This design comes from an exercise in tuning for small area, a short achievable clock period and few clock cycles per item on the open sky130 flow, not from production work. No run shown here included a check of the RTL's function; only the layout flow was run.

==> flow/design.v, too long to show whole: its modules and the start of the top module <==
// module xtea_sx: 35 lines
// module xtea_pg1: 5 lines
// module xtea_euv: 6 lines
// module xtea_pg2: 65 lines
// module xtea_q: 34 lines
// module xtea_sum: 34 lines
// module xtea_step: 13 lines
// module xtea_add: 38 lines
// module xtea_top: 69 lines
// module xtea_pfx_bk_l1: 120 lines
// module xtea_pfx_bk_l2: 56 lines
// module xtea_pfx_bk_l3: 24 lines
// module xtea_pfx_bk_l4: 8 lines
// module xtea_pfx_bk_l5: 8 lines
// module xtea_pfx_bk_l6: 18 lines
// module xtea_pfx_bk_l7: 38 lines
// module xtea_pfx_bk_l8: 78 lines
// module xtea_pfx_bk: 42 lines
module xtea_top(
    input clock, reset, cfg, start,
    input[127:0] data_i, key,
    output busy, ready,
    output[127:0] data_o
);
  // ...
==> flow/flow/run.sh <==
#!/bin/bash
# Standard layout, except that the port buffers are the smallest buffer.
set -euo pipefail
export BUFFER_PORTS_ARGS="-buffer_cell sky130_fd_sc_hd__buf_1"
bash standard.sh finish > standard.log 2>&1
==> flow/standard.sh <==
#!/bin/bash
# synth_recipe.tcl (not shown) runs the flow's synth.tcl, then flattens the netlist and writes it again
# the make line also repeats each setting of config.mk as NAME=value (left out here)
make -C /OpenROAD-flow-scripts/flow DESIGN_CONFIG=/design/flow/config.mk WORK_HOME=/design/flow/orfs CLKGATE_MAP_FILE= SYNTH_SCRIPT=/design/flow/synth_recipe.tcl "${@:-finish}"
==> flow/config.mk <==
export PLATFORM = sky130hd
export DESIGN_NAME = xtea_top
export DESIGN_NICKNAME = xtea_top
export VERILOG_FILES = /design/flow/design.v
export SDC_FILE = /design/flow/constraint.sdc
export NUM_CORES = 4
export LEC_CHECK = 0
export CAP_MARGIN = 20
export CORE_MARGIN = 2
export CORE_UTILIZATION = 60
export SLEW_MARGIN = 20
export SYNTH_HIERARCHICAL = 1
==> flow/constraint.sdc <==
create_clock -name core_clock -period 10.0 [get_ports {clock}]
set_input_delay 2.0000 -clock core_clock [delete_from_list [all_inputs] [get_ports {clock}]]
set_output_delay 2.0000 -clock core_clock [all_outputs]
set_load 0.01 [all_outputs]
==> implementation parameters, run 1 <==
Parameter                              Value

Placed design
  Count of buffers inserted at the top-level ports ... ~390
  Pre-CTS setup slack ... 4.917 ns
  Cell count after placement ... around 3400

Drt
  Length of the first detailed-routing pass in iterations ... 5

Timing
  Setup skew after layout ... between 0.01 and 0.015 ns
  Worst-Margin Slew ... approximately 1.1 ns
  Worst hold margin ... between 0.4 and 0.5 ns

Global routing
  Met1 Resource Use GR ... 0.3581
  Total Routing Usage GR ... 0.2661
  Remaining global-route overflow ... 0
  Busiest grt layer ... met2

Layout
  Largest register FFs ... roughly 130
  Number of filler instances in the final layout ... 3701
  Biggest Area Class ... multi-input gates

Critical path
  Endpoint of the worst setup timing path ... b0[31]
  Crit-path max cell delay ... approximately 0.84 ns
  Number of cells traversed by the worst register-to-register path ... 19
  Max stage delay cell, worst path ... sky130_fd_sc_hd__dfrtp_4
  Element type at the critical path start ... flip-flop

Status
  Result of the run ... timing/DRC/antenna clean

Die
  Floorplan core area ... roughly 42000 µm²
  Boundary pin count ... roughly 400

CTS
  Num CTS Buffers ... 39

Min path
  Worst min-delay path startpoint ... cnt[5]
  Kind of path behind the tightest hold check ... flip-flop to flip-flop
==> module xtea_sx, before the edit <==
module xtea_sx(input [31:0] b, k, output [31:0] s, bk);
assign s[0] = b[5];
assign s[1] = b[6];
assign s[2] = b[7];
assign s[3] = b[8];
assign s[4] = b[0] ^ b[9];
assign s[5] = b[1] ^ b[10];
assign s[6] = b[2] ^ b[11];
assign s[7] = b[3] ^ b[12];
assign s[8] = b[4] ^ b[13];
assign s[9] = b[5] ^ b[14];
assign s[10] = b[6] ^ b[15];
assign s[11] = b[7] ^ b[16];
assign s[12] = b[8] ^ b[17];
assign s[13] = b[9] ^ b[18];
assign s[14] = b[10] ^ b[19];
assign s[15] = b[11] ^ b[20];
assign s[16] = b[12] ^ b[21];
assign s[17] = b[13] ^ b[22];
assign s[18] = b[14] ^ b[23];
assign s[19] = b[15] ^ b[24];
assign s[20] = b[16] ^ b[25];
assign s[21] = b[17] ^ b[26];
assign s[22] = b[18] ^ b[27];
assign s[23] = b[19] ^ b[28];
assign s[24] = b[20] ^ b[29];
assign s[25] = b[21] ^ b[30];
assign s[26] = b[22] ^ b[31];
assign s[27] = b[23];
assign s[28] = b[24];
assign s[29] = b[25];
assign s[30] = b[26];
assign s[31] = b[27];
assign bk = b ^ k;
endmodule
==> module xtea_pg1, before the edit <==
module xtea_pg1(input [31:0] s, b, bk, input go, output [30:0] gn, pn, output [31:0] hk);
assign gn = ~(s[30:0] & b[30:0] & {31{go}});
assign pn = ~(s[30:0] ^ b[30:0]);
assign hk = s ^ bk;
endmodule
==> module xtea_pg2, before the edit <==
module xtea_pg2(input [30:0] c, input [31:0] e, u, v, input cin, output [30:0] gn, pn, output p31);
assign pn[0] = ~e[0];
assign gn[0] = ~(u[0] | (e[0] & cin));
assign pn[1] = e[1] ^ c[0];
assign gn[1] = ~(c[0] ? u[1] : v[1]);
assign pn[2] = ~(e[2] ^ c[1]);
assign gn[2] = ~(c[1] ? v[2] : u[2]);
assign pn[3] = ~(e[3] ^ c[2]);
assign gn[3] = ~(c[2] ? v[3] : u[3]);
assign pn[4] = e[4] ^ c[3];
assign gn[4] = ~(c[3] ? u[4] : v[4]);
assign pn[5] = ~(e[5] ^ c[4]);
assign gn[5] = ~(c[4] ? v[5] : u[5]);
assign pn[6] = e[6] ^ c[5];
assign gn[6] = ~(c[5] ? u[6] : v[6]);
assign pn[7] = ~(e[7] ^ c[6]);
assign gn[7] = ~(c[6] ? v[7] : u[7]);
assign pn[8] = ~(e[8] ^ c[7]);
assign gn[8] = ~(c[7] ? v[8] : u[8]);
assign pn[9] = ~(e[9] ^ c[8]);
assign gn[9] = ~(c[8] ? v[9] : u[9]);
assign pn[10] = e[10] ^ c[9];
assign gn[10] = ~(c[9] ? u[10] : v[10]);
assign pn[11] = ~(e[11] ^ c[10]);
assign gn[11] = ~(c[10] ? v[11] : u[11]);
assign pn[12] = ~(e[12] ^ c[11]);
assign gn[12] = ~(c[11] ? v[12] : u[12]);
assign pn[13] = ~(e[13] ^ c[12]);
assign gn[13] = ~(c[12] ? v[13] : u[13]);
assign pn[14] = e[14] ^ c[13];
assign gn[14] = ~(c[13] ? u[14] : v[14]);
assign pn[15] = ~(e[15] ^ c[14]);
assign gn[15] = ~(c[14] ? v[15] : u[15]);
assign pn[16] = e[16] ^ c[15];
assign gn[16] = ~(c[15] ? u[16] : v[16]);
assign pn[17] = ~(e[17] ^ c[16]);
assign gn[17] = ~(c[16] ? v[17] : u[17]);
assign pn[18] = e[18] ^ c[17];
assign gn[18] = ~(c[17] ? u[18] : v[18]);
assign pn[19] = ~(e[19] ^ c[18]);
assign gn[19] = ~(c[18] ? v[19] : u[19]);
assign pn[20] = ~(e[20] ^ c[19]);
assign gn[20] = ~(c[19] ? v[20] : u[20]);
assign pn[21] = ~(e[21] ^ c[20]);
assign gn[21] = ~(c[20] ? v[21] : u[21]);
assign pn[22] = e[22] ^ c[21];
assign gn[22] = ~(c[21] ? u[22] : v[22]);
assign pn[23] = ~(e[23] ^ c[22]);
assign gn[23] = ~(c[22] ? v[23] : u[23]);
assign pn[24] = e[24] ^ c[23];
assign gn[24] = ~(c[23] ? u[24] : v[24]);
assign pn[25] = ~(e[25] ^ c[24]);
assign gn[25] = ~(c[24] ? v[25] : u[25]);
assign pn[26] = e[26] ^ c[25];
assign gn[26] = ~(c[25] ? u[26] : v[26]);
assign pn[27] = ~(e[27] ^ c[26]);
assign gn[27] = ~(c[26] ? v[27] : u[27]);
assign pn[28] = ~(e[28] ^ c[27]);
assign gn[28] = ~(c[27] ? v[28] : u[28]);
assign pn[29] = ~(e[29] ^ c[28]);
assign gn[29] = ~(c[28] ? v[29] : u[29]);
assign pn[30] = e[30] ^ c[29];
assign gn[30] = ~(c[29] ? u[30] : v[30]);
assign p31 = e[31] ^ c[30];
endmodule
==> module xtea_sum, before the edit <==
module xtea_sum(input [31:0] q, input [30:0] C, input cin, output [31:0] n);
assign n[0] = q[0] ^ cin;
assign n[1] = ~(q[1] ^ C[0]);
assign n[2] = q[2] ^ C[1];
assign n[3] = q[3] ^ C[2];
assign n[4] = ~(q[4] ^ C[3]);
assign n[5] = q[5] ^ C[4];
assign n[6] = ~(q[6] ^ C[5]);
assign n[7] = q[7] ^ C[6];
assign n[8] = q[8] ^ C[7];
assign n[9] = q[9] ^ C[8];
assign n[10] = ~(q[10] ^ C[9]);
assign n[11] = q[11] ^ C[10];
assign n[12] = q[12] ^ C[11];
assign n[13] = q[13] ^ C[12];
assign n[14] = ~(q[14] ^ C[13]);
assign n[15] = q[15] ^ C[14];
assign n[16] = ~(q[16] ^ C[15]);
assign n[17] = q[17] ^ C[16];
assign n[18] = ~(q[18] ^ C[17]);
assign n[19] = q[19] ^ C[18];
assign n[20] = q[20] ^ C[19];
assign n[21] = q[21] ^ C[20];
assign n[22] = ~(q[22] ^ C[21]);
assign n[23] = q[23] ^ C[22];
assign n[24] = ~(q[24] ^ C[23]);
assign n[25] = q[25] ^ C[24];
assign n[26] = ~(q[26] ^ C[25]);
assign n[27] = q[27] ^ C[26];
assign n[28] = q[28] ^ C[27];
assign n[29] = q[29] ^ C[28];
assign n[30] = ~(q[30] ^ C[29]);
assign n[31] = q[31] ^ C[30];
endmodule
==> module xtea_step, before the edit <==
module xtea_step(input [31:0] a, b, k, d, input go, cin, busy, output [31:0] n);
wire [31:0] s, bk, hk, e, u, v, q;
wire [30:0] g1n, p1n, c, g2n, p2n, C;
wire p31;
xtea_sx  SX  (.b(b), .k(k), .s(s), .bk(bk));
xtea_pg1 PG1 (.s(s), .b(b), .bk(bk), .go(go), .gn(g1n), .pn(p1n), .hk(hk));
xtea_pfx_bk PF (.g(g1n), .p(p1n), .G(c));
xtea_euv EUV (.a(a), .hk(hk), .go(go), .e(e), .u(u), .v(v));
xtea_pg2 PG2 (.c(c), .e(e), .u(u), .v(v), .cin(cin), .gn(g2n), .pn(p2n), .p31(p31));
xtea_pfx_bk PS (.g(g2n), .p(p2n), .G(C));
xtea_q   Q   (.pn(p2n), .p31(p31), .d(d), .busy(busy), .q(q));
xtea_sum SUM (.q(q), .C(C), .cin(cin), .n(n));
endmodule
==> module xtea_add, before the edit <==
module xtea_add(input [31:0] x, y, input inv, output [31:0] r);
wire [30:0] gn = ~(x[30:0] & y[30:0]);
wire [30:0] pn = ~(x[30:0] ^ y[30:0]);
wire [30:0] G;
xtea_pfx_bk PF (.g(gn), .p(pn), .G(G));
assign r[0] = x[0] ^ y[0] ^ inv;
assign r[1] = ~(x[1] ^ y[1] ^ inv ^ G[0]);
assign r[2] = x[2] ^ y[2] ^ inv ^ G[1];
assign r[3] = x[3] ^ y[3] ^ inv ^ G[2];
assign r[4] = ~(x[4] ^ y[4] ^ inv ^ G[3]);
assign r[5] = x[5] ^ y[5] ^ inv ^ G[4];
assign r[6] = ~(x[6] ^ y[6] ^ inv ^ G[5]);
assign r[7] = x[7] ^ y[7] ^ inv ^ G[6];
assign r[8] = x[8] ^ y[8] ^ inv ^ G[7];
assign r[9] = x[9] ^ y[9] ^ inv ^ G[8];
assign r[10] = ~(x[10] ^ y[10] ^ inv ^ G[9]);
assign r[11] = x[11] ^ y[11] ^ inv ^ G[10];
assign r[12] = x[12] ^ y[12] ^ inv ^ G[11];
assign r[13] = x[13] ^ y[13] ^ inv ^ G[12];
assign r[14] = ~(x[14] ^ y[14] ^ inv ^ G[13]);
assign r[15] = x[15] ^ y[15] ^ inv ^ G[14];
assign r[16] = ~(x[16] ^ y[16] ^ inv ^ G[15]);
assign r[17] = x[17] ^ y[17] ^ inv ^ G[16];
assign r[18] = ~(x[18] ^ y[18] ^ inv ^ G[17]);
assign r[19] = x[19] ^ y[19] ^ inv ^ G[18];
assign r[20] = x[20] ^ y[20] ^ inv ^ G[19];
assign r[21] = x[21] ^ y[21] ^ inv ^ G[20];
assign r[22] = ~(x[22] ^ y[22] ^ inv ^ G[21]);
assign r[23] = x[23] ^ y[23] ^ inv ^ G[22];
assign r[24] = ~(x[24] ^ y[24] ^ inv ^ G[23]);
assign r[25] = x[25] ^ y[25] ^ inv ^ G[24];
assign r[26] = ~(x[26] ^ y[26] ^ inv ^ G[25]);
assign r[27] = x[27] ^ y[27] ^ inv ^ G[26];
assign r[28] = x[28] ^ y[28] ^ inv ^ G[27];
assign r[29] = x[29] ^ y[29] ^ inv ^ G[28];
assign r[30] = ~(x[30] ^ y[30] ^ inv ^ G[29]);
assign r[31] = x[31] ^ y[31] ^ inv ^ G[30];
endmodule
==> module xtea_top, before the edit <==
module xtea_top(
    input clock, reset, cfg, start,
    input[127:0] data_i, key,
    output busy, ready,
    output[127:0] data_o
);
localparam [31:0] DELTA = 32'h9E3779B9;
reg        busy_r, ready_r;
reg        dec;
reg        go;       
reg [6:0]  cnt;
reg [31:0] a0, b0, a1, b1;
reg [127:0] k;
reg [31:0] s;        
reg [31:0] skr;      
reg [3:0]  ksel;     
always @(posedge clock, posedge reset)
begin
    if(reset) begin
        busy_r  <= 1'b0;
        ready_r <= 1'b0;
        go      <= 1'b0;
    end
    else begin
        busy_r  <= busy_r ? !ready_r : start;
        ready_r <= busy_r && !ready_r && (cnt == 7'd64);
        go      <= busy_r ? !ready_r && !(!dec && cnt == 7'd63) : start && cfg;
    end
end
assign busy  = busy_r;
assign ready = ready_r;
wire cin = dec & go;
wire [31:0] kx = (k[ 31: 0] & {32{ksel[0]}}) | (k[ 63:32] & {32{ksel[1]}}) |
                 (k[ 95:64] & {32{ksel[2]}}) | (k[127:96] & {32{ksel[3]}});
wire [31:0] sk_next;
xtea_add SKA (.x(s), .y(kx), .inv(dec), .r(sk_next));
wire        s_upd = cnt[0] ^ dec;
wire [31:0] s_add;
xtea_add SDA (.x(s), .y(dec ? 32'h61C88647 : DELTA), .inv(1'b0), .r(s_add));
wire [31:0] s_nx = s_upd ? s_add : s;
wire [1:0]  idx_next = cnt[0] ? s_nx[12:11] : s_nx[1:0];
wire [31:0] n0, n1;
xtea_step STEP0 (.a(a0), .b(b0), .k(skr), .d(data_i[ 63:32]), .go(go), .cin(cin), .busy(busy_r), .n(n0));
xtea_step STEP1 (.a(a1), .b(b1), .k(skr), .d(data_i[127:96]), .go(go), .cin(cin), .busy(busy_r), .n(n1));
always @(posedge clock)
begin
    b0 <= n0;
    b1 <= n1;
    if(!busy_r) begin
        a0   <= data_i[ 31: 0];
        a1   <= data_i[ 95:64];
        k    <= key;
        dec  <= !cfg;
        cnt  <= 7'd0;
        s    <= cfg ? DELTA : 32'hC6EF3720;
        skr  <= key[31:0];
        ksel <= cfg ? 4'b1000 : 4'b0100;
    end
    else begin
        a0   <= b0;
        a1   <= b1;
        cnt  <= cnt + 7'd1;
        skr  <= sk_next;
        s    <= s_nx;
        ksel <= 4'b0001 << idx_next;
    end
end
assign data_o = {a1, b1, a0, b0};
endmodule
==> run 2: changes to the inputs <==
--- a/flow/design.v
+++ b/flow/design.v
@@ -1,4 +1,4 @@
-module xtea_sx(input [31:0] b, k, output [31:0] s, bk);
+module xtea_sx(input [31:0] b, output [31:0] s);
 assign s[0] = b[5];
 assign s[1] = b[6];
 assign s[2] = b[7];
@@ -31,83 +31,80 @@
 assign s[29] = b[25];
 assign s[30] = b[26];
 assign s[31] = b[27];
-assign bk = b ^ k;
 endmodule
-module xtea_pg1(input [31:0] s, b, bk, input go, output [30:0] gn, pn, output [31:0] hk);
+module xtea_pg1(input [31:0] s, b, input go, output [30:0] gn, pn, output p31);
 assign gn = ~(s[30:0] & b[30:0] & {31{go}});
 assign pn = ~(s[30:0] ^ b[30:0]);
-assign hk = s ^ bk;
+assign p31 = s[31] ^ b[31];
 endmodule
-module xtea_euv(input [31:0] a, hk, input go, output [31:0] e, u, v);
-wire [31:0] hg = hk & {32{go}};
+module xtea_e(input [31:0] a, k, input [30:0] pn, input p31, go, output [31:0] e);
+wire [31:0] hg = ({p31, ~pn} ^ k) & {32{go}};
 assign e = a ^ hg;
-assign u = a & hg;
-assign v = a & ~hg;
 endmodule
-module xtea_pg2(input [30:0] c, input [31:0] e, u, v, input cin, output [30:0] gn, pn, output p31);
+module xtea_pg2(input [30:0] c, input [31:0] e, a, input cin, output [30:0] gn, pn, output p31);
 assign pn[0] = ~e[0];
-assign gn[0] = ~(u[0] | (e[0] & cin));
+assign gn[0] = ~((a[0] & ~e[0]) | (e[0] & cin));
 assign pn[1] = e[1] ^ c[0];
-assign gn[1] = ~(c[0] ? u[1] : v[1]);
+assign gn[1] = ~(a[1] & pn[1]);
 assign pn[2] = ~(e[2] ^ c[1]);
-assign gn[2] = ~(c[1] ? v[2] : u[2]);
+assign gn[2] = ~(a[2] & pn[2]);
 assign pn[3] = ~(e[3] ^ c[2]);
-assign gn[3] = ~(c[2] ? v[3] : u[3]);
+assign gn[3] = ~(a[3] & pn[3]);
 assign pn[4] = e[4] ^ c[3];
-assign gn[4] = ~(c[3] ? u[4] : v[4]);
+assign gn[4] = ~(a[4] & pn[4]);
 assign pn[5] = ~(e[5] ^ c[4]);
-assign gn[5] = ~(c[4] ? v[5] : u[5]);
+assign gn[5] = ~(a[5] & pn[5]);
 assign pn[6] = e[6] ^ c[5];
-assign gn[6] = ~(c[5] ? u[6] : v[6]);
-assign pn[7] = ~(e[7] ^ c[6]);
-assign gn[7] = ~(c[6] ? v[7] : u[7]);
+assign gn[6] = ~(a[6] & pn[6]);
+assign pn[7] = e[7] ^ c[6];
+assign gn[7] = ~(a[7] & pn[7]);
 assign pn[8] = ~(e[8] ^ c[7]);
-assign gn[8] = ~(c[7] ? v[8] : u[8]);
+assign gn[8] = ~(a[8] & pn[8]);
 assign pn[9] = ~(e[9] ^ c[8]);
-assign gn[9] = ~(c[8] ? v[9] : u[9]);
+assign gn[9] = ~(a[9] & pn[9]);
 assign pn[10] = e[10] ^ c[9];
-assign gn[10] = ~(c[9] ? u[10] : v[10]);
-assign pn[11] = ~(e[11] ^ c[10]);
-assign gn[11] = ~(c[10] ? v[11] : u[11]);
+assign gn[10] = ~(a[10] & pn[10]);
+assign pn[11] = e[11] ^ c[10];
+assign gn[11] = ~(a[11] & pn[11]);
 assign pn[12] = ~(e[12] ^ c[11]);
-assign gn[12] = ~(c[11] ? v[12] : u[12]);
-assign pn[13] = ~(e[13] ^ c[12]);
-assign gn[13] = ~(c[12] ? v[13] : u[13]);
-assign pn[14] = e[14] ^ c[13];
-assign gn[14] = ~(c[13] ? u[14] : v[14]);
+assign gn[12] = ~(a[12] & pn[12]);
+assign pn[13] = e[13] ^ c[12];
+assign gn[13] = ~(a[13] & pn[13]);
+assign pn[14] = ~(e[14] ^ c[13]);
+assign gn[14] = ~(a[14] & pn[14]);
 assign pn[15] = ~(e[15] ^ c[14]);
-assign gn[15] = ~(c[14] ? v[15] : u[15]);
+assign gn[15] = ~(a[15] & pn[15]);
 assign pn[16] = e[16] ^ c[15];
-assign gn[16] = ~(c[15] ? u[16] : v[16]);
+assign gn[16] = ~(a[16] & pn[16]);
 assign pn[17] = ~(e[17] ^ c[16]);
-assign gn[17] = ~(c[16] ? v[17] : u[17]);
+assign gn[17] = ~(a[17] & pn[17]);
 assign pn[18] = e[18] ^ c[17];
-assign gn[18] = ~(c[17] ? u[18] : v[18]);
-assign pn[19] = ~(e[19] ^ c[18]);
-assign gn[19] = ~(c[18] ? v[19] : u[19]);
+assign gn[18] = ~(a[18] & pn[18]);
+assign pn[19] = e[19] ^ c[18];
+assign gn[19] = ~(a[19] & pn[19]);
 assign pn[20] = ~(e[20] ^ c[19]);
-assign gn[20] = ~(c[19] ? v[20] : u[20]);
-assign pn[21] = ~(e[21] ^ c[20]);
-assign gn[21] = ~(c[20] ? v[21] : u[21]);
-assign pn[22] = e[22] ^ c[21];
-assign gn[22] = ~(c[21] ? u[22] : v[22]);
+assign gn[20] = ~(a[20] & pn[20]);
+assign pn[21] = e[21] ^ c[20];
+assign gn[21] = ~(a[21] & pn[21]);
+assign pn[22] = ~(e[22] ^ c[21]);
+assign gn[22] = ~(a[22] & pn[22]);
 assign pn[23] = ~(e[23] ^ c[22]);
-assign gn[23] = ~(c[22] ? v[23] : u[23]);
+assign gn[23] = ~(a[23] & pn[23]);
 assign pn[24] = e[24] ^ c[23];
-assign gn[24] = ~(c[23] ? u[24] : v[24]);
-assign pn[25] = ~(e[25] ^ c[24]);
-assign gn[25] = ~(c[24] ? v[25] : u[25]);
-assign pn[26] = e[26] ^ c[25];
-assign gn[26] = ~(c[25] ? u[26] : v[26]);
+assign gn[24] = ~(a[24] & pn[24]);
+assign pn[25] = e[25] ^ c[24];
+assign gn[25] = ~(a[25] & pn[25]);
+assign pn[26] = ~(e[26] ^ c[25]);
+assign gn[26] = ~(a[26] & pn[26]);
 assign pn[27] = ~(e[27] ^ c[26]);
-assign gn[27] = ~(c[26] ? v[27] : u[27]);
-assign pn[28] = ~(e[28] ^ c[27]);
-assign gn[28] = ~(c[27] ? v[28] : u[28]);
+assign gn[27] = ~(a[27] & pn[27]);
+assign pn[28] = e[28] ^ c[27];
+assign gn[28] = ~(a[28] & pn[28]);
 assign pn[29] = ~(e[29] ^ c[28]);
-assign gn[29] = ~(c[28] ? v[29] : u[29]);
+assign gn[29] = ~(a[29] & pn[29]);
 assign pn[30] = e[30] ^ c[29];
-assign gn[30] = ~(c[29] ? u[30] : v[30]);
-assign p31 = e[31] ^ c[30];
+assign gn[30] = ~(a[30] & pn[30]);
+assign p31 = ~(e[31] ^ c[30]);
 endmodule
 module xtea_q(input [30:0] pn, input p31, input [31:0] d, input busy, output [31:0] q);
 assign q[0] = busy ? ~pn[0] : d[0];
@@ -151,82 +148,123 @@
 assign n[4] = ~(q[4] ^ C[3]);
 assign n[5] = q[5] ^ C[4];
 assign n[6] = ~(q[6] ^ C[5]);
-assign n[7] = q[7] ^ C[6];
+assign n[7] = ~(q[7] ^ C[6]);
 assign n[8] = q[8] ^ C[7];
 assign n[9] = q[9] ^ C[8];
 assign n[10] = ~(q[10] ^ C[9]);
-assign n[11] = q[11] ^ C[10];
+assign n[11] = ~(q[11] ^ C[10]);
 assign n[12] = q[12] ^ C[11];
-assign n[13] = q[13] ^ C[12];
-assign n[14] = ~(q[14] ^ C[13]);
+assign n[13] = ~(q[13] ^ C[12]);
+assign n[14] = q[14] ^ C[13];
 assign n[15] = q[15] ^ C[14];
 assign n[16] = ~(q[16] ^ C[15]);
 assign n[17] = q[17] ^ C[16];
 assign n[18] = ~(q[18] ^ C[17]);
-assign n[19] = q[19] ^ C[18];
+assign n[19] = ~(q[19] ^ C[18]);
 assign n[20] = q[20] ^ C[19];
-assign n[21] = q[21] ^ C[20];
-assign n[22] = ~(q[22] ^ C[21]);
+assign n[21] = ~(q[21] ^ C[20]);
+assign n[22] = q[22] ^ C[21];
 assign n[23] = q[23] ^ C[22];
 assign n[24] = ~(q[24] ^ C[23]);
-assign n[25] = q[25] ^ C[24];
-assign n[26] = ~(q[26] ^ C[25]);
+assign n[25] = ~(q[25] ^ C[24]);
+assign n[26] = q[26] ^ C[25];
 assign n[27] = q[27] ^ C[26];
-assign n[28] = q[28] ^ C[27];
+assign n[28] = ~(q[28] ^ C[27]);
 assign n[29] = q[29] ^ C[28];
 assign n[30] = ~(q[30] ^ C[29]);
-assign n[31] = q[31] ^ C[30];
+assign n[31] = ~(q[31] ^ C[30]);
 endmodule
 module xtea_step(input [31:0] a, b, k, d, input go, cin, busy, output [31:0] n);
-wire [31:0] s, bk, hk, e, u, v, q;
+wire [31:0] s, e, q;
 wire [30:0] g1n, p1n, c, g2n, p2n, C;
-wire p31;
-xtea_sx  SX  (.b(b), .k(k), .s(s), .bk(bk));
-xtea_pg1 PG1 (.s(s), .b(b), .bk(bk), .go(go), .gn(g1n), .pn(p1n), .hk(hk));
-xtea_pfx_bk PF (.g(g1n), .p(p1n), .G(c));
-xtea_euv EUV (.a(a), .hk(hk), .go(go), .e(e), .u(u), .v(v));
-xtea_pg2 PG2 (.c(c), .e(e), .u(u), .v(v), .cin(cin), .gn(g2n), .pn(p2n), .p31(p31));
-xtea_pfx_bk PS (.g(g2n), .p(p2n), .G(C));
+wire p31, f31;
+xtea_sx  SX  (.b(b), .s(s));
+xtea_pg1 PG1 (.s(s), .b(b), .go(go), .gn(g1n), .pn(p1n), .p31(f31));
+xtea_pfx_sklansky PF (.g(g1n), .p(p1n), .G(c));
+xtea_e   E   (.a(a), .k(k), .pn(p1n), .p31(f31), .go(go), .e(e));
+xtea_pg2 PG2 (.c(c), .e(e), .a(a), .cin(cin), .gn(g2n), .pn(p2n), .p31(p31));
+xtea_pfx_sklansky PS (.g(g2n), .p(p2n), .G(C));
 xtea_q   Q   (.pn(p2n), .p31(p31), .d(d), .busy(busy), .q(q));
 xtea_sum SUM (.q(q), .C(C), .cin(cin), .n(n));
 endmodule
 module xtea_add(input [31:0] x, y, input inv, output [31:0] r);
+wire [31:0] h = x ^ y ^ {32{inv}};
 wire [30:0] gn = ~(x[30:0] & y[30:0]);
 wire [30:0] pn = ~(x[30:0] ^ y[30:0]);
 wire [30:0] G;
 xtea_pfx_bk PF (.g(gn), .p(pn), .G(G));
-assign r[0] = x[0] ^ y[0] ^ inv;
-assign r[1] = ~(x[1] ^ y[1] ^ inv ^ G[0]);
-assign r[2] = x[2] ^ y[2] ^ inv ^ G[1];
-assign r[3] = x[3] ^ y[3] ^ inv ^ G[2];
-assign r[4] = ~(x[4] ^ y[4] ^ inv ^ G[3]);
-assign r[5] = x[5] ^ y[5] ^ inv ^ G[4];
-assign r[6] = ~(x[6] ^ y[6] ^ inv ^ G[5]);
-assign r[7] = x[7] ^ y[7] ^ inv ^ G[6];
-assign r[8] = x[8] ^ y[8] ^ inv ^ G[7];
-assign r[9] = x[9] ^ y[9] ^ inv ^ G[8];
-assign r[10] = ~(x[10] ^ y[10] ^ inv ^ G[9]);
-assign r[11] = x[11] ^ y[11] ^ inv ^ G[10];
-assign r[12] = x[12] ^ y[12] ^ inv ^ G[11];
-assign r[13] = x[13] ^ y[13] ^ inv ^ G[12];
-assign r[14] = ~(x[14] ^ y[14] ^ inv ^ G[13]);
-assign r[15] = x[15] ^ y[15] ^ inv ^ G[14];
-assign r[16] = ~(x[16] ^ y[16] ^ inv ^ G[15]);
-assign r[17] = x[17] ^ y[17] ^ inv ^ G[16];
-assign r[18] = ~(x[18] ^ y[18] ^ inv ^ G[17]);
-assign r[19] = x[19] ^ y[19] ^ inv ^ G[18];
-assign r[20] = x[20] ^ y[20] ^ inv ^ G[19];
-assign r[21] = x[21] ^ y[21] ^ inv ^ G[20];
-assign r[22] = ~(x[22] ^ y[22] ^ inv ^ G[21]);
-assign r[23] = x[23] ^ y[23] ^ inv ^ G[22];
-assign r[24] = ~(x[24] ^ y[24] ^ inv ^ G[23]);
-assign r[25] = x[25] ^ y[25] ^ inv ^ G[24];
-assign r[26] = ~(x[26] ^ y[26] ^ inv ^ G[25]);
-assign r[27] = x[27] ^ y[27] ^ inv ^ G[26];
-assign r[28] = x[28] ^ y[28] ^ inv ^ G[27];
-assign r[29] = x[29] ^ y[29] ^ inv ^ G[28];
-assign r[30] = ~(x[30] ^ y[30] ^ inv ^ G[29]);
-assign r[31] = x[31] ^ y[31] ^ inv ^ G[30];
+assign r[0] = h[0];
+assign r[1] = ~(h[1] ^ G[0]);
+assign r[2] = h[2] ^ G[1];
+assign r[3] = h[3] ^ G[2];
+assign r[4] = ~(h[4] ^ G[3]);
+assign r[5] = h[5] ^ G[4];
+assign r[6] = ~(h[6] ^ G[5]);
+assign r[7] = h[7] ^ G[6];
+assign r[8] = h[8] ^ G[7];
+assign r[9] = h[9] ^ G[8];
+assign r[10] = ~(h[10] ^ G[9]);
+assign r[11] = h[11] ^ G[10];
+assign r[12] = h[12] ^ G[11];
+assign r[13] = h[13] ^ G[12];
+assign r[14] = ~(h[14] ^ G[13]);
+assign r[15] = h[15] ^ G[14];
+assign r[16] = ~(h[16] ^ G[15]);
+assign r[17] = h[17] ^ G[16];
+assign r[18] = ~(h[18] ^ G[17]);
+assign r[19] = h[19] ^ G[18];
+assign r[20] = h[20] ^ G[19];
+assign r[21] = h[21] ^ G[20];
+assign r[22] = ~(h[22] ^ G[21]);
+assign r[23] = h[23] ^ G[22];
+assign r[24] = ~(h[24] ^ G[23]);
+assign r[25] = h[25] ^ G[24];
+assign r[26] = ~(h[26] ^ G[25]);
+assign r[27] = h[27] ^ G[26];
+assign r[28] = h[28] ^ G[27];
+assign r[29] = h[29] ^ G[28];
+assign r[30] = ~(h[30] ^ G[29]);
+assign r[31] = h[31] ^ G[30];
+endmodule
+module xtea_sadd(input [31:0] x, input dec, output [31:0] r);
+wire [31:0] y = dec ? 32'h61C88647 : 32'h9E3779B9;
+wire [31:0] h = x ^ y;
+wire [30:0] gn = ~(x[30:0] & y[30:0]);
+wire [30:0] pn = ~(x[30:0] ^ y[30:0]);
+wire [30:0] G;
+xtea_pfx_bk PF (.g(gn), .p(pn), .G(G));
+assign r[0] = h[0];
+assign r[1] = ~(h[1] ^ G[0]);
+assign r[2] = h[2] ^ G[1];
+assign r[3] = h[3] ^ G[2];
+assign r[4] = ~(h[4] ^ G[3]);
+assign r[5] = h[5] ^ G[4];
+assign r[6] = ~(h[6] ^ G[5]);
+assign r[7] = h[7] ^ G[6];
+assign r[8] = h[8] ^ G[7];
+assign r[9] = h[9] ^ G[8];
+assign r[10] = ~(h[10] ^ G[9]);
+assign r[11] = h[11] ^ G[10];
+assign r[12] = h[12] ^ G[11];
+assign r[13] = h[13] ^ G[12];
+assign r[14] = ~(h[14] ^ G[13]);
+assign r[15] = h[15] ^ G[14];
+assign r[16] = ~(h[16] ^ G[15]);
+assign r[17] = h[17] ^ G[16];
+assign r[18] = ~(h[18] ^ G[17]);
+assign r[19] = h[19] ^ G[18];
+assign r[20] = h[20] ^ G[19];
+assign r[21] = h[21] ^ G[20];
+assign r[22] = ~(h[22] ^ G[21]);
+assign r[23] = h[23] ^ G[22];
+assign r[24] = ~(h[24] ^ G[23]);
+assign r[25] = h[25] ^ G[24];
+assign r[26] = ~(h[26] ^ G[25]);
+assign r[27] = h[27] ^ G[26];
+assign r[28] = h[28] ^ G[27];
+assign r[29] = h[29] ^ G[28];
+assign r[30] = ~(h[30] ^ G[29]);
+assign r[31] = h[31] ^ G[30];
 endmodule
 module xtea_top(
     input clock, reset, cfg, start,
@@ -266,7 +304,7 @@
 xtea_add SKA (.x(s), .y(kx), .inv(dec), .r(sk_next));
 wire        s_upd = cnt[0] ^ dec;
 wire [31:0] s_add;
-xtea_add SDA (.x(s), .y(dec ? 32'h61C88647 : DELTA), .inv(1'b0), .r(s_add));
+xtea_sadd SDA (.x(s), .dec(dec), .r(s_add));
 wire [31:0] s_nx = s_upd ? s_add : s;
 wire [1:0]  idx_next = cnt[0] ? s_nx[12:11] : s_nx[1:0];
 wire [31:0] n0, n1;
@@ -297,6 +335,570 @@
 end
 assign data_o = {a1, b1, a0, b0};
 endmodule
+module xtea_pfx_sklansky_l1(
+    input gh_1,
+    input ph_1,
+    input gl_1,
+    output go_1,
+    input gh_3,
+    input ph_3,
+    input gl_3,
+    input pl_3,
+    output go_3,
+    output po_3,
+    input gh_5,
+    input ph_5,
+    input gl_5,
+    input pl_5,
+    output go_5,
+    output po_5,
+    input gh_7,
+    input ph_7,
+    input gl_7,
+    input pl_7,
+    output go_7,
+    output po_7,
+    input gh_9,
+    input ph_9,
+    input gl_9,
+    input pl_9,
+    output go_9,
+    output po_9,
+    input gh_11,
+    input ph_11,
+    input gl_11,
+    input pl_11,
+    output go_11,
+    output po_11,
+    input gh_13,
+    input ph_13,
+    input gl_13,
+    input pl_13,
+    output go_13,
+    output po_13,
+    input gh_15,
+    input ph_15,
+    input gl_15,
+    input pl_15,
+    output go_15,
+    output po_15,
+    input gh_17,
+    input ph_17,
+    input gl_17,
+    input pl_17,
+    output go_17,
+    output po_17,
+    input gh_19,
+    input ph_19,
+    input gl_19,
+    input pl_19,
+    output go_19,
+    output po_19,
+    input gh_21,
+    input ph_21,
+    input gl_21,
+    input pl_21,
+    output go_21,
+    output po_21,
+    input gh_23,
+    input ph_23,
+    input gl_23,
+    input pl_23,
+    output go_23,
+    output po_23,
+    input gh_25,
+    input ph_25,
+    input gl_25,
+    input pl_25,
+    output go_25,
+    output po_25,
+    input gh_27,
+    input ph_27,
+    input gl_27,
+    input pl_27,
+    output go_27,
+    output po_27,
+    input gh_29,
+    input ph_29,
+    input gl_29,
+    input pl_29,
+    output go_29,
+    output po_29
+);
+assign go_1 = (~gh_1 | (~ph_1 & ~gl_1));
+assign go_3 = (~gh_3 | (~ph_3 & ~gl_3));
+assign po_3 = (~ph_3 & ~pl_3);
+assign go_5 = (~gh_5 | (~ph_5 & ~gl_5));
+assign po_5 = (~ph_5 & ~pl_5);
+assign go_7 = (~gh_7 | (~ph_7 & ~gl_7));
+assign po_7 = (~ph_7 & ~pl_7);
+assign go_9 = (~gh_9 | (~ph_9 & ~gl_9));
+assign po_9 = (~ph_9 & ~pl_9);
+assign go_11 = (~gh_11 | (~ph_11 & ~gl_11));
+assign po_11 = (~ph_11 & ~pl_11);
+assign go_13 = (~gh_13 | (~ph_13 & ~gl_13));
+assign po_13 = (~ph_13 & ~pl_13);
+assign go_15 = (~gh_15 | (~ph_15 & ~gl_15));
+assign po_15 = (~ph_15 & ~pl_15);
+assign go_17 = (~gh_17 | (~ph_17 & ~gl_17));
+assign po_17 = (~ph_17 & ~pl_17);
+assign go_19 = (~gh_19 | (~ph_19 & ~gl_19));
+assign po_19 = (~ph_19 & ~pl_19);
+assign go_21 = (~gh_21 | (~ph_21 & ~gl_21));
+assign po_21 = (~ph_21 & ~pl_21);
+assign go_23 = (~gh_23 | (~ph_23 & ~gl_23));
+assign po_23 = (~ph_23 & ~pl_23);
+assign go_25 = (~gh_25 | (~ph_25 & ~gl_25));
+assign po_25 = (~ph_25 & ~pl_25);
+assign go_27 = (~gh_27 | (~ph_27 & ~gl_27));
+assign po_27 = (~ph_27 & ~pl_27);
+assign go_29 = (~gh_29 | (~ph_29 & ~gl_29));
+assign po_29 = (~ph_29 & ~pl_29);
+endmodule
+module xtea_pfx_sklansky_l2(
+    input gh_2,
+    input ph_2,
+    input gl_2,
+    output go_2,
+    input gh_3,
+    input ph_3,
+    input gl_3,
+    output go_3,
+    input gh_6,
+    input ph_6,
+    input gl_6,
+    input pl_6,
+    output go_6,
+    output po_6,
+    input gh_7,
+    input ph_7,
+    input gl_7,
+    input pl_7,
+    output go_7,
+    output po_7,
+    input gh_10,
+    input ph_10,
+    input gl_10,
+    input pl_10,
+    output go_10,
+    output po_10,
+    input gh_11,
+    input ph_11,
+    input gl_11,
+    input pl_11,
+    output go_11,
+    output po_11,
+    input gh_14,
+    input ph_14,
+    input gl_14,
+    input pl_14,
+    output go_14,
+    output po_14,
+    input gh_15,
+    input ph_15,
+    input gl_15,
+    input pl_15,
+    output go_15,
+    output po_15,
+    input gh_18,
+    input ph_18,
+    input gl_18,
+    input pl_18,
+    output go_18,
+    output po_18,
+    input gh_19,
+    input ph_19,
+    input gl_19,
+    input pl_19,
+    output go_19,
+    output po_19,
+    input gh_22,
+    input ph_22,
+    input gl_22,
+    input pl_22,
+    output go_22,
+    output po_22,
+    input gh_23,
+    input ph_23,
+    input gl_23,
+    input pl_23,
+    output go_23,
+    output po_23,
+    input gh_26,
+    input ph_26,
+    input gl_26,
+    input pl_26,
+    output go_26,
+    output po_26,
+    input gh_27,
+    input ph_27,
+    input gl_27,
+    input pl_27,
+    output go_27,
+    output po_27,
+    input gh_30,
+    input ph_30,
+    input gl_30,
+    input pl_30,
+    output go_30,
+    output po_30
+);
+assign go_2 = (~gh_2 | (~ph_2 & gl_2));
+assign go_3 = ~(gh_3 | (ph_3 & gl_3));
+assign go_6 = (~gh_6 | (~ph_6 & gl_6));
+assign po_6 = (~ph_6 & pl_6);
+assign go_7 = ~(gh_7 | (ph_7 & gl_7));
+assign po_7 = ~(ph_7 & pl_7);
+assign go_10 = (~gh_10 | (~ph_10 & gl_10));
+assign po_10 = (~ph_10 & pl_10);
+assign go_11 = ~(gh_11 | (ph_11 & gl_11));
+assign po_11 = ~(ph_11 & pl_11);
+assign go_14 = (~gh_14 | (~ph_14 & gl_14));
+assign po_14 = (~ph_14 & pl_14);
+assign go_15 = ~(gh_15 | (ph_15 & gl_15));
+assign po_15 = ~(ph_15 & pl_15);
+assign go_18 = (~gh_18 | (~ph_18 & gl_18));
+assign po_18 = (~ph_18 & pl_18);
+assign go_19 = ~(gh_19 | (ph_19 & gl_19));
+assign po_19 = ~(ph_19 & pl_19);
+assign go_22 = (~gh_22 | (~ph_22 & gl_22));
+assign po_22 = (~ph_22 & pl_22);
+assign go_23 = ~(gh_23 | (ph_23 & gl_23));
+assign po_23 = ~(ph_23 & pl_23);
+assign go_26 = (~gh_26 | (~ph_26 & gl_26));
+assign po_26 = (~ph_26 & pl_26);
+assign go_27 = ~(gh_27 | (ph_27 & gl_27));
+assign po_27 = ~(ph_27 & pl_27);
+assign go_30 = (~gh_30 | (~ph_30 & gl_30));
+assign po_30 = (~ph_30 & pl_30);
+endmodule
+module xtea_pfx_sklansky_l3(
+    input gh_4,
+    input ph_4,
+    input gl_4,
+    output go_4,
+    input gh_5,
+    input ph_5,
+    input gl_5,
+    output go_5,
+    input gh_6,
+    input ph_6,
+    input gl_6,
+    output go_6,
+    input gh_7,
+    input ph_7,
+    input gl_7,
+    output go_7,
+    input gh_12,
+    input ph_12,
+    input gl_12,
+    input pl_12,
+    output go_12,
+    output po_12,
+    input gh_13,
+    input ph_13,
+    input gl_13,
+    input pl_13,
+    output go_13,
+    output po_13,
+    input gh_14,
+    input ph_14,
+    input gl_14,
+    input pl_14,
+    output go_14,
+    output po_14,
+    input gh_15,
+    input ph_15,
+    input gl_15,
+    input pl_15,
+    output go_15,
+    output po_15,
+    input gh_20,
+    input ph_20,
+    input gl_20,
+    input pl_20,
+    output go_20,
+    output po_20,
+    input gh_21,
+    input ph_21,
+    input gl_21,
+    input pl_21,
+    output go_21,
+    output po_21,
+    input gh_22,
+    input ph_22,
+    input gl_22,
+    input pl_22,
+    output go_22,
+    output po_22,
+    input gh_23,
+    input ph_23,
+    input gl_23,
+    input pl_23,
+    output go_23,
+    output po_23,
+    input gh_28,
+    input ph_28,
+    input gl_28,
+    input pl_28,
+    output go_28,
+    output po_28,
+    input gh_29,
+    input ph_29,
+    input gl_29,
+    input pl_29,
+    output go_29,
+    output po_29,
+    input gh_30,
+    input ph_30,
+    input gl_30,
+    input pl_30,
+    output go_30,
+    output po_30
+);
+assign go_4 = (~gh_4 | (~ph_4 & ~gl_4));
+assign go_5 = ~(gh_5 | (ph_5 & ~gl_5));
+assign go_6 = ~(gh_6 | (ph_6 & ~gl_6));
+assign go_7 = (~gh_7 | (~ph_7 & ~gl_7));
+assign go_12 = (~gh_12 | (~ph_12 & ~gl_12));
+assign po_12 = (~ph_12 & ~pl_12);
+assign go_13 = ~(gh_13 | (ph_13 & ~gl_13));
+assign po_13 = ~(ph_13 & ~pl_13);
+assign go_14 = ~(gh_14 | (ph_14 & ~gl_14));
+assign po_14 = ~(ph_14 & ~pl_14);
+assign go_15 = (~gh_15 | (~ph_15 & ~gl_15));
+assign po_15 = (~ph_15 & ~pl_15);
+assign go_20 = (~gh_20 | (~ph_20 & ~gl_20));
+assign po_20 = (~ph_20 & ~pl_20);
+assign go_21 = ~(gh_21 | (ph_21 & ~gl_21));
+assign po_21 = ~(ph_21 & ~pl_21);
+assign go_22 = ~(gh_22 | (ph_22 & ~gl_22));
+assign po_22 = ~(ph_22 & ~pl_22);
+assign go_23 = (~gh_23 | (~ph_23 & ~gl_23));
+assign po_23 = (~ph_23 & ~pl_23);
+assign go_28 = (~gh_28 | (~ph_28 & ~gl_28));
+assign po_28 = (~ph_28 & ~pl_28);
+assign go_29 = ~(gh_29 | (ph_29 & ~gl_29));
+assign po_29 = ~(ph_29 & ~pl_29);
+assign go_30 = ~(gh_30 | (ph_30 & ~gl_30));
+assign po_30 = ~(ph_30 & ~pl_30);
+endmodule
+module xtea_pfx_sklansky_l4(
+    input gh_8,
+    input ph_8,
+    input gl_8,
+    output go_8,
+    input gh_9,
+    input ph_9,
+    input gl_9,
+    output go_9,
+    input gh_10,
+    input ph_10,
+    input gl_10,
+    output go_10,
+    input gh_11,
+    input ph_11,
+    input gl_11,
+    output go_11,
+    input gh_12,
+    input ph_12,
+    input gl_12,
+    output go_12,
+    input gh_13,
+    input ph_13,
+    input gl_13,
+    output go_13,
+    input gh_14,
+    input ph_14,
+    input gl_14,
+    output go_14,
+    input gh_15,
+    input ph_15,
+    input gl_15,
+    output go_15,
+    input gh_24,
+    input ph_24,
+    input gl_24,
+    input pl_24,
+    output go_24,
+    output po_24,
+    input gh_25,
+    input ph_25,
+    input gl_25,
+    input pl_25,
+    output go_25,
+    output po_25,
+    input gh_26,
+    input ph_26,
+    input gl_26,
+    input pl_26,
+    output go_26,
+    output po_26,
+    input gh_27,
+    input ph_27,
+    input gl_27,
+    input pl_27,
+    output go_27,
+    output po_27,
+    input gh_28,
+    input ph_28,
+    input gl_28,
+    input pl_28,
+    output go_28,
+    output po_28,
+    input gh_29,
+    input ph_29,
+    input gl_29,
+    input pl_29,
+    output go_29,
+    output po_29,
+    input gh_30,
+    input ph_30,
+    input gl_30,
+    input pl_30,
+    output go_30,
+    output po_30
+);
+assign go_8 = (~gh_8 | (~ph_8 & gl_8));
+assign go_9 = ~(gh_9 | (ph_9 & gl_9));
+assign go_10 = ~(gh_10 | (ph_10 & gl_10));
+assign go_11 = (~gh_11 | (~ph_11 & gl_11));
+assign go_12 = ~(gh_12 | (ph_12 & gl_12));
+assign go_13 = (~gh_13 | (~ph_13 & gl_13));
+assign go_14 = (~gh_14 | (~ph_14 & gl_14));
+assign go_15 = ~(gh_15 | (ph_15 & gl_15));
+assign go_24 = (~gh_24 | (~ph_24 & gl_24));
+assign po_24 = (~ph_24 & pl_24);
+assign go_25 = ~(gh_25 | (ph_25 & gl_25));
+assign po_25 = ~(ph_25 & pl_25);
+assign go_26 = ~(gh_26 | (ph_26 & gl_26));
+assign po_26 = ~(ph_26 & pl_26);
+assign go_27 = (~gh_27 | (~ph_27 & gl_27));
+assign po_27 = (~ph_27 & pl_27);
+assign go_28 = ~(gh_28 | (ph_28 & gl_28));
+assign po_28 = ~(ph_28 & pl_28);
+assign go_29 = (~gh_29 | (~ph_29 & gl_29));
+assign po_29 = (~ph_29 & pl_29);
+assign go_30 = (~gh_30 | (~ph_30 & gl_30));
+assign po_30 = (~ph_30 & pl_30);
+endmodule
+module xtea_pfx_sklansky_l5(
+    input gh_16,
+    input ph_16,
+    input gl_16,
+    output go_16,
+    input gh_17,
+    input ph_17,
+    input gl_17,
+    output go_17,
+    input gh_18,
+    input ph_18,
+    input gl_18,
+    output go_18,
+    input gh_19,
+    input ph_19,
+    input gl_19,
+    output go_19,
+    input gh_20,
+    input ph_20,
+    input gl_20,
+    output go_20,
+    input gh_21,
+    input ph_21,
+    input gl_21,
+    output go_21,
+    input gh_22,
+    input ph_22,
+    input gl_22,
+    output go_22,
+    input gh_23,
+    input ph_23,
+    input gl_23,
+    output go_23,
+    input gh_24,
+    input ph_24,
+    input gl_24,
+    output go_24,
+    input gh_25,
+    input ph_25,
+    input gl_25,
+    output go_25,
+    input gh_26,
+    input ph_26,
+    input gl_26,
+    output go_26,
+    input gh_27,
+    input ph_27,
+    input gl_27,
+    output go_27,
+    input gh_28,
+    input ph_28,
+    input gl_28,
+    output go_28,
+    input gh_29,
+    input ph_29,
+    input gl_29,
+    output go_29,
+    input gh_30,
+    input ph_30,
+    input gl_30,
+    output go_30
+);
+assign go_16 = (~gh_16 | (~ph_16 & ~gl_16));
+assign go_17 = ~(gh_17 | (ph_17 & ~gl_17));
+assign go_18 = ~(gh_18 | (ph_18 & ~gl_18));
+assign go_19 = (~gh_19 | (~ph_19 & ~gl_19));
+assign go_20 = ~(gh_20 | (ph_20 & ~gl_20));
+assign go_21 = (~gh_21 | (~ph_21 & ~gl_21));
+assign go_22 = (~gh_22 | (~ph_22 & ~gl_22));
+assign go_23 = ~(gh_23 | (ph_23 & ~gl_23));
+assign go_24 = ~(gh_24 | (ph_24 & ~gl_24));
+assign go_25 = (~gh_25 | (~ph_25 & ~gl_25));
+assign go_26 = (~gh_26 | (~ph_26 & ~gl_26));
+assign go_27 = ~(gh_27 | (ph_27 & ~gl_27));
+assign go_28 = (~gh_28 | (~ph_28 & ~gl_28));
+assign go_29 = ~(gh_29 | (ph_29 & ~gl_29));
+assign go_30 = ~(gh_30 | (ph_30 & ~gl_30));
+endmodule
+module xtea_pfx_sklansky(input [30:0] g, p, output [30:0] G);
+wire G1_1, G1_3, G1_5, G1_7, G1_9, G1_11, G1_13, G1_15, G1_17, G1_19, G1_21, G1_23, G1_25, G1_27, G1_29, P1_3, P1_5, P1_7, P1_9, P1_11, P1_13, P1_15, P1_17, P1_19, P1_21, P1_23, P1_25, P1_27, P1_29, G2_2, G2_3, G2_6, G2_7, G2_10, G2_11, G2_14, G2_15, G2_18, G2_19, G2_22, G2_23, G2_26, G2_27, G2_30, P2_6, P2_7, P2_10, P2_11, P2_14, P2_15, P2_18, P2_19, P2_22, P2_23, P2_26, P2_27, P2_30, G3_4, G3_5, G3_6, G3_7, G3_12, G3_13, G3_14, G3_15, G3_20, G3_21, G3_22, G3_23, G3_28, G3_29, G3_30, P3_12, P3_13, P3_14, P3_15, P3_20, P3_21, P3_22, P3_23, P3_28, P3_29, P3_30, G4_8, G4_9, G4_10, G4_11, G4_12, G4_13, G4_14, G4_15, G4_24, G4_25, G4_26, G4_27, G4_28, G4_29, G4_30, P4_24, P4_25, P4_26, P4_27, P4_28, P4_29, P4_30, G5_16, G5_17, G5_18, G5_19, G5_20, G5_21, G5_22, G5_23, G5_24, G5_25, G5_26, G5_27, G5_28, G5_29, G5_30;
+xtea_pfx_sklansky_l1 L1 (.gh_1(g[1]), .ph_1(p[1]), .gl_1(g[0]), .go_1(G1_1), .gh_3(g[3]), .ph_3(p[3]), .gl_3(g[2]), .pl_3(p[2]), .go_3(G1_3), .po_3(P1_3), .gh_5(g[5]), .ph_5(p[5]), .gl_5(g[4]), .pl_5(p[4]), .go_5(G1_5), .po_5(P1_5), .gh_7(g[7]), .ph_7(p[7]), .gl_7(g[6]), .pl_7(p[6]), .go_7(G1_7), .po_7(P1_7), .gh_9(g[9]), .ph_9(p[9]), .gl_9(g[8]), .pl_9(p[8]), .go_9(G1_9), .po_9(P1_9), .gh_11(g[11]), .ph_11(p[11]), .gl_11(g[10]), .pl_11(p[10]), .go_11(G1_11), .po_11(P1_11), .gh_13(g[13]), .ph_13(p[13]), .gl_13(g[12]), .pl_13(p[12]), .go_13(G1_13), .po_13(P1_13), .gh_15(g[15]), .ph_15(p[15]), .gl_15(g[14]), .pl_15(p[14]), .go_15(G1_15), .po_15(P1_15), .gh_17(g[17]), .ph_17(p[17]), .gl_17(g[16]), .pl_17(p[16]), .go_17(G1_17), .po_17(P1_17), .gh_19(g[19]), .ph_19(p[19]), .gl_19(g[18]), .pl_19(p[18]), .go_19(G1_19), .po_19(P1_19), .gh_21(g[21]), .ph_21(p[21]), .gl_21(g[20]), .pl_21(p[20]), .go_21(G1_21), .po_21(P1_21), .gh_23(g[23]), .ph_23(p[23]), .gl_23(g[22]), .pl_23(p[22]), .go_23(G1_23), .po_23(P1_23), .gh_25(g[25]), .ph_25(p[25]), .gl_25(g[24]), .pl_25(p[24]), .go_25(G1_25), .po_25(P1_25), .gh_27(g[27]), .ph_27(p[27]), .gl_27(g[26]), .pl_27(p[26]), .go_27(G1_27), .po_27(P1_27), .gh_29(g[29]), .ph_29(p[29]), .gl_29(g[28]), .pl_29(p[28]), .go_29(G1_29), .po_29(P1_29));
+xtea_pfx_sklansky_l2 L2 (.gh_2(g[2]), .ph_2(p[2]), .gl_2(G1_1), .go_2(G2_2), .gh_3(G1_3), .ph_3(P1_3), .gl_3(G1_1), .go_3(G2_3), .gh_6(g[6]), .ph_6(p[6]), .gl_6(G1_5), .pl_6(P1_5), .go_6(G2_6), .po_6(P2_6), .gh_7(G1_7), .ph_7(P1_7), .gl_7(G1_5), .pl_7(P1_5), .go_7(G2_7), .po_7(P2_7), .gh_10(g[10]), .ph_10(p[10]), .gl_10(G1_9), .pl_10(P1_9), .go_10(G2_10), .po_10(P2_10), .gh_11(G1_11), .ph_11(P1_11), .gl_11(G1_9), .pl_11(P1_9), .go_11(G2_11), .po_11(P2_11), .gh_14(g[14]), .ph_14(p[14]), .gl_14(G1_13), .pl_14(P1_13), .go_14(G2_14), .po_14(P2_14), .gh_15(G1_15), .ph_15(P1_15), .gl_15(G1_13), .pl_15(P1_13), .go_15(G2_15), .po_15(P2_15), .gh_18(g[18]), .ph_18(p[18]), .gl_18(G1_17), .pl_18(P1_17), .go_18(G2_18), .po_18(P2_18), .gh_19(G1_19), .ph_19(P1_19), .gl_19(G1_17), .pl_19(P1_17), .go_19(G2_19), .po_19(P2_19), .gh_22(g[22]), .ph_22(p[22]), .gl_22(G1_21), .pl_22(P1_21), .go_22(G2_22), .po_22(P2_22), .gh_23(G1_23), .ph_23(P1_23), .gl_23(G1_21), .pl_23(P1_21), .go_23(G2_23), .po_23(P2_23), .gh_26(g[26]), .ph_26(p[26]), .gl_26(G1_25), .pl_26(P1_25), .go_26(G2_26), .po_26(P2_26), .gh_27(G1_27), .ph_27(P1_27), .gl_27(G1_25), .pl_27(P1_25), .go_27(G2_27), .po_27(P2_27), .gh_30(g[30]), .ph_30(p[30]), .gl_30(G1_29), .pl_30(P1_29), .go_30(G2_30), .po_30(P2_30));
+xtea_pfx_sklansky_l3 L3 (.gh_4(g[4]), .ph_4(p[4]), .gl_4(G2_3), .go_4(G3_4), .gh_5(G1_5), .ph_5(P1_5), .gl_5(G2_3), .go_5(G3_5), .gh_6(G2_6), .ph_6(P2_6), .gl_6(G2_3), .go_6(G3_6), .gh_7(G2_7), .ph_7(P2_7), .gl_7(G2_3), .go_7(G3_7), .gh_12(g[12]), .ph_12(p[12]), .gl_12(G2_11), .pl_12(P2_11), .go_12(G3_12), .po_12(P3_12), .gh_13(G1_13), .ph_13(P1_13), .gl_13(G2_11), .pl_13(P2_11), .go_13(G3_13), .po_13(P3_13), .gh_14(G2_14), .ph_14(P2_14), .gl_14(G2_11), .pl_14(P2_11), .go_14(G3_14), .po_14(P3_14), .gh_15(G2_15), .ph_15(P2_15), .gl_15(G2_11), .pl_15(P2_11), .go_15(G3_15), .po_15(P3_15), .gh_20(g[20]), .ph_20(p[20]), .gl_20(G2_19), .pl_20(P2_19), .go_20(G3_20), .po_20(P3_20), .gh_21(G1_21), .ph_21(P1_21), .gl_21(G2_19), .pl_21(P2_19), .go_21(G3_21), .po_21(P3_21), .gh_22(G2_22), .ph_22(P2_22), .gl_22(G2_19), .pl_22(P2_19), .go_22(G3_22), .po_22(P3_22), .gh_23(G2_23), .ph_23(P2_23), .gl_23(G2_19), .pl_23(P2_19), .go_23(G3_23), .po_23(P3_23), .gh_28(g[28]), .ph_28(p[28]), .gl_28(G2_27), .pl_28(P2_27), .go_28(G3_28), .po_28(P3_28), .gh_29(G1_29), .ph_29(P1_29), .gl_29(G2_27), .pl_29(P2_27), .go_29(G3_29), .po_29(P3_29), .gh_30(G2_30), .ph_30(P2_30), .gl_30(G2_27), .pl_30(P2_27), .go_30(G3_30), .po_30(P3_30));
+xtea_pfx_sklansky_l4 L4 (.gh_8(g[8]), .ph_8(p[8]), .gl_8(G3_7), .go_8(G4_8), .gh_9(G1_9), .ph_9(P1_9), .gl_9(G3_7), .go_9(G4_9), .gh_10(G2_10), .ph_10(P2_10), .gl_10(G3_7), .go_10(G4_10), .gh_11(G2_11), .ph_11(P2_11), .gl_11(G3_7), .go_11(G4_11), .gh_12(G3_12), .ph_12(P3_12), .gl_12(G3_7), .go_12(G4_12), .gh_13(G3_13), .ph_13(P3_13), .gl_13(G3_7), .go_13(G4_13), .gh_14(G3_14), .ph_14(P3_14), .gl_14(G3_7), .go_14(G4_14), .gh_15(G3_15), .ph_15(P3_15), .gl_15(G3_7), .go_15(G4_15), .gh_24(g[24]), .ph_24(p[24]), .gl_24(G3_23), .pl_24(P3_23), .go_24(G4_24), .po_24(P4_24), .gh_25(G1_25), .ph_25(P1_25), .gl_25(G3_23), .pl_25(P3_23), .go_25(G4_25), .po_25(P4_25), .gh_26(G2_26), .ph_26(P2_26), .gl_26(G3_23), .pl_26(P3_23), .go_26(G4_26), .po_26(P4_26), .gh_27(G2_27), .ph_27(P2_27), .gl_27(G3_23), .pl_27(P3_23), .go_27(G4_27), .po_27(P4_27), .gh_28(G3_28), .ph_28(P3_28), .gl_28(G3_23), .pl_28(P3_23), .go_28(G4_28), .po_28(P4_28), .gh_29(G3_29), .ph_29(P3_29), .gl_29(G3_23), .pl_29(P3_23), .go_29(G4_29), .po_29(P4_29), .gh_30(G3_30), .ph_30(P3_30), .gl_30(G3_23), .pl_30(P3_23), .go_30(G4_30), .po_30(P4_30));
+xtea_pfx_sklansky_l5 L5 (.gh_16(g[16]), .ph_16(p[16]), .gl_16(G4_15), .go_16(G5_16), .gh_17(G1_17), .ph_17(P1_17), .gl_17(G4_15), .go_17(G5_17), .gh_18(G2_18), .ph_18(P2_18), .gl_18(G4_15), .go_18(G5_18), .gh_19(G2_19), .ph_19(P2_19), .gl_19(G4_15), .go_19(G5_19), .gh_20(G3_20), .ph_20(P3_20), .gl_20(G4_15), .go_20(G5_20), .gh_21(G3_21), .ph_21(P3_21), .gl_21(G4_15), .go_21(G5_21), .gh_22(G3_22), .ph_22(P3_22), .gl_22(G4_15), .go_22(G5_22), .gh_23(G3_23), .ph_23(P3_23), .gl_23(G4_15), .go_23(G5_23), .gh_24(G4_24), .ph_24(P4_24), .gl_24(G4_15), .go_24(G5_24), .gh_25(G4_25), .ph_25(P4_25), .gl_25(G4_15), .go_25(G5_25), .gh_26(G4_26), .ph_26(P4_26), .gl_26(G4_15), .go_26(G5_26), .gh_27(G4_27), .ph_27(P4_27), .gl_27(G4_15), .go_27(G5_27), .gh_28(G4_28), .ph_28(P4_28), .gl_28(G4_15), .go_28(G5_28), .gh_29(G4_29), .ph_29(P4_29), .gl_29(G4_15), .go_29(G5_29), .gh_30(G4_30), .ph_30(P4_30), .gl_30(G4_15), .go_30(G5_30));
+assign G[0] = g[0];
+assign G[1] = G1_1;
+assign G[2] = G2_2;
+assign G[3] = G2_3;
+assign G[4] = G3_4;
+assign G[5] = G3_5;
+assign G[6] = G3_6;
+assign G[7] = G3_7;
+assign G[8] = G4_8;
+assign G[9] = G4_9;
+assign G[10] = G4_10;
+assign G[11] = G4_11;
+assign G[12] = G4_12;
+assign G[13] = G4_13;
+assign G[14] = G4_14;
+assign G[15] = G4_15;
+assign G[16] = G5_16;
+assign G[17] = G5_17;
+assign G[18] = G5_18;
+assign G[19] = G5_19;
+assign G[20] = G5_20;
+assign G[21] = G5_21;
+assign G[22] = G5_22;
+assign G[23] = G5_23;
+assign G[24] = G5_24;
+assign G[25] = G5_25;
+assign G[26] = G5_26;
+assign G[27] = G5_27;
+assign G[28] = G5_28;
+assign G[29] = G5_29;
+assign G[30] = G5_30;
+endmodule
 module xtea_pfx_bk_l1(
     input gh_1,
     input ph_1,
==> flow/flow/run.sh (replaced) <==
#!/bin/bash
# Standard layout, except that the port buffers are the smallest buffer and
# timing repair aims well below the clock period.
set -euo pipefail
export BUFFER_PORTS_ARGS="-buffer_cell sky130_fd_sc_hd__buf_1"
bash standard.sh SETUP_SLACK_MARGIN=6.3 finish > standard.log 2>&1
==> run 2 against run 1 <==
Setup slack better by 1.5 ns. Synthesized area down 5.3%. Synthesized cell count down 0.81%. Critical endpoint is now b0[29].
==> implementation parameters, run 2 <==
Parameter                              Value

Timing
  Hold violation total from the final report ... 0
  Highest clock frequency the design can meet ... approximately 0.28 GHz
  Setup repair after global routing missed its margin ... yes
  Worst-Margin Slew ... 0.9414 ns (-0.1977 ns)
  # setup viols final ... 0
  Setup skew after layout ... 0.02040 ns (+0.005703 ns)
  Smallest setup slack after layout ... 6.435 ns
  Setup tns final ... 0 ns
  Crit share post-route ... 0.3565
  Post-layout min period ... 3.565 ns
  Number of max-slew violations in the final report ... 0
  Slew headroom ... 0.3724

Global routing
  Vias in the first global route ... roughly 17000
  Total Routing Usage GR ... 0.2773 (+0.01123)
  Remaining global-route overflow ... 0 (unchanged)
  Antenna violations before repair ... 0
  Global-route wire length before repair ... a little over 90 mm
  Pin count of the biggest net entering global routing ... a little over 100

Placed design
  Pre-CTS setup slack ... 5.402 ns (+0.4855 ns)
  Cell count after placement ... 3346 (-0.68%)
  Post-detailed-placement half-perimeter wirelength ... roughly 44 mm
  Routability Congestion ... a little over 0.9
  Count of buffers inserted at the top-level ports ... 389 (unchanged)

Critical path
  Number of cells traversed by the worst register-to-register path ... 19 (unchanged)
  Worst setup path start ... b0[14]
  R2r setup slk ... 6.44 ns
  Worst flop-to-flop path startpoint ... b0[14]
  Element type at the critical path start ... flip-flop
  Maximum fanout count along the critical path ... 8
  Worst r2r dst ... b0[29]
  Data required time of the worst path ... 10.46 ns
  Data arrival time of the critical path ... around 4.0 ns
  CP Capture Type ... flip-flop
  Critical setup path kind ... flip-flop to flip-flop

Drt
  Detail-routed net length per standard cell ... ~17 µm
  Via density ... 5.184
  DRC Markers ... 0
  Length of the first detailed-routing pass in iterations ... 7 (+2)
  Post-Route WL ... approximately 60 mm
  Detail Route Antenna Nets ... 0
  Iter 0 DRT Violations ... around 830
  Routed vias ... between 15000 and 20000

Yosys
  Summed instance area of the synthesized netlist ... 24180 µm²
  Mapped Nets ... 3065
  Gate count of the mapped netlist ... between 2000 and 3000
  Number of warnings reported in the yosys synthesis log ... 7
  Average footprint of a synthesized cell ... around 9 µm²

CTS
  CTS H-tree depth ... 2
  Num CTS Buffers ... 38 (-2.6%)
  CTS Root Cell ... sky130_fd_sc_hd__clkbuf_16
  Max Buffers Root-to-Sink ... 3
  TritonCTS clock tree ... done
  Clock latency at the later pin of the worst-skew pair ... between 0.5 and 0.6 ns
  CTS Sinks ... 335
  Clock edge transition at the registers on the reported setup and hold paths ... about 0.07 ns

Layout
  Number of standard cells in the final layout excluding fillers ... 3456
  Commonest non-fill, non-tap cell in the layout ... sky130_fd_sc_hd__inv_1
  Largest register FFs ... 128 (unchanged)
  Fin nets ... about 3300
  Commonest non-fill, non-tap cells in the layout ... 402 x sky130_fd_sc_hd__inv_1, 389 x sky130_fd_sc_hd__buf_1, 291 x sky130_fd_sc_hd__nand2_1, 251 x sky130_fd_sc_hd__xnor2_1, 191 x sky130_fd_sc_hd__o21ai_1
  Share of final-layout standard cells stronger than drive strength 1 ... 0.1635
  Area Overhead vs Synth ... 9.899%
  Number of filler instances in the final layout ... 3388 (-8.5%)
  Register with the highest flop count ... k

Min path
  Worst min-delay path startpoint ... cnt[5]
  Cell depth of the worst min-delay path ... 2
  Kind of path behind the tightest hold check ... flip-flop to flip-flop
  Destination of the worst hold path ... cnt[5]

Die
  Die Footprint ... roughly 42000 µm²
  Placement row count ... between 70 and 80
  Initial Util ... 0.6086
  Die height ... 204.7 µm
  Horiz. Die Dim ... between 200 and 250 µm
  Boundary pin count ... 390 (unchanged)
  Floorplan core area ... 39730 µm² (-5.3%)

Flow run
  Number of max-cap violations ... 0

Status
  Result of the run ... timing/DRC/antenna clean
## run 2: cell type report
| cell class | instances | area, µm² | area share |
|---|---|---|---|
| multi-input combinational | 1680 | 12720 | 0.4785 |
| clock buffer | 50 | 1066 | 0.04012 |
| tap | 525 | 656.9 | 0.02472 |
| inverter | 404 | 1525 | 0.05740 |
| sequential | 335 | 8332 | 0.3135 |
| antenna | 1 | 2.502 | 0.00009417 |
| clock inverter | 18 | 276.5 | 0.01041 |
| timing repair buffer | 443 | 1998 | 0.07520 |
## run 2: critical path, cell delays in order, from the launching register on
cell and delay, ns:
sky130_fd_sc_hd__dfxtp_2 0.46, sky130_fd_sc_hd__xor2_1 0.18, sky130_fd_sc_hd__ha_1 0.24, sky130_fd_sc_hd__inv_1 0.13, sky130_fd_sc_hd__o21ai_1 0.16, sky130_fd_sc_hd__a21oi_2 0.24, sky130_fd_sc_hd__o21ai_1 0.12, sky130_fd_sc_hd__a21oi_4 0.15
sky130_fd_sc_hd__buf_12 0.14, sky130_fd_sc_hd__inv_1 0.05, sky130_fd_sc_hd__a21oi_2 0.16, sky130_fd_sc_hd__xor2_2 0.17, sky130_fd_sc_hd__buf_4 0.15, sky130_fd_sc_hd__nor2_1 0.06, sky130_fd_sc_hd__a21oi_2 0.34, sky130_fd_sc_hd__o21ai_4 0.17
sky130_fd_sc_hd__buf_4 0.17, sky130_fd_sc_hd__a21oi_2 0.10, sky130_fd_sc_hd__o21ai_1 0.09, sky130_fd_sc_hd__xor2_1 0.16
## run 2: stage by stage
| step | hold slack, ns | instance area, µm² | util |
|---|---|---|---|
| 2_1_floorplan | 0.4564 | 24200 | - |
| 6_report | 0.5073 | 26570 | 0.6688 |
| 4_1_cts | 0.5068 | 25990 | 0.6543 |
| 5_1_grt | 0.5441 | 26570 | 0.6687 |
| 3_5_place_dp | 0.4947 | 24450 | 0.6153 |
| 3_3_place_gp | 0.4789 | 24450 | 0.6153 |
## run 2: metal layers
| metal | global-route usage | part of all wire |
|---|---|---|
| met2 | 0.4485 | 0.46 |
| met5 | 0 | 0 |
| met3 | 0.03198 | 0.048 |
| met4 | 0.1100 | 0.036 |
| met1 | 0.3791 | 0.46 |
## run 2: worst max path at each step
stage,slack (ns),to
floorplan,6.30,b0[28]
global placement,5.53,b0[25]
detailed placement,5.40,b0[30]
CTS,6.30,b1[29]
global route,6.21,b0[26]
finish,6.44,b0[29]
## run 2: timing repair
item	CTS	global route
resized for setup	31	63
hold buffers	0	0
pin swaps	2	12
hold endpoints to repair	0	0
gates cloned	0	1
setup endpoints to repair	47	40
buffers inserted	8	32

re-timing with driven ports:
Ports are ideal in the flow. The routed layouts listed here were re-timed in OpenROAD.
Step 1 (the two cells are an assumption about what drives the block):
set clk [get_ports {clock}]
set_driving_cell -lib_cell sky130_fd_sc_hd__clkbuf_16 $clk
set_driving_cell -lib_cell sky130_fd_sc_hd__buf_2 [delete_from_list [all_inputs] $clk]
Step 2 moves the port delays by t, midway between the first and last clock arrival at a register: inputs arrive t later, outputs are due t later. That takes back most of the time a late clock gives input paths.
Slacks: no drivers / after step 1 / after step 2; pairs: no drivers / after step 1.
run	t (ns)	setup slack, ns	worst data-port slew with drivers (ns)	pins driven straight from the clock port
run 1	0.621	4.901 / 4.901 / 4.901	0.09	1
run 2	0.621	6.435 / 6.435 / 6.435	0.08	1
After both steps every run listed still meets setup and hold.
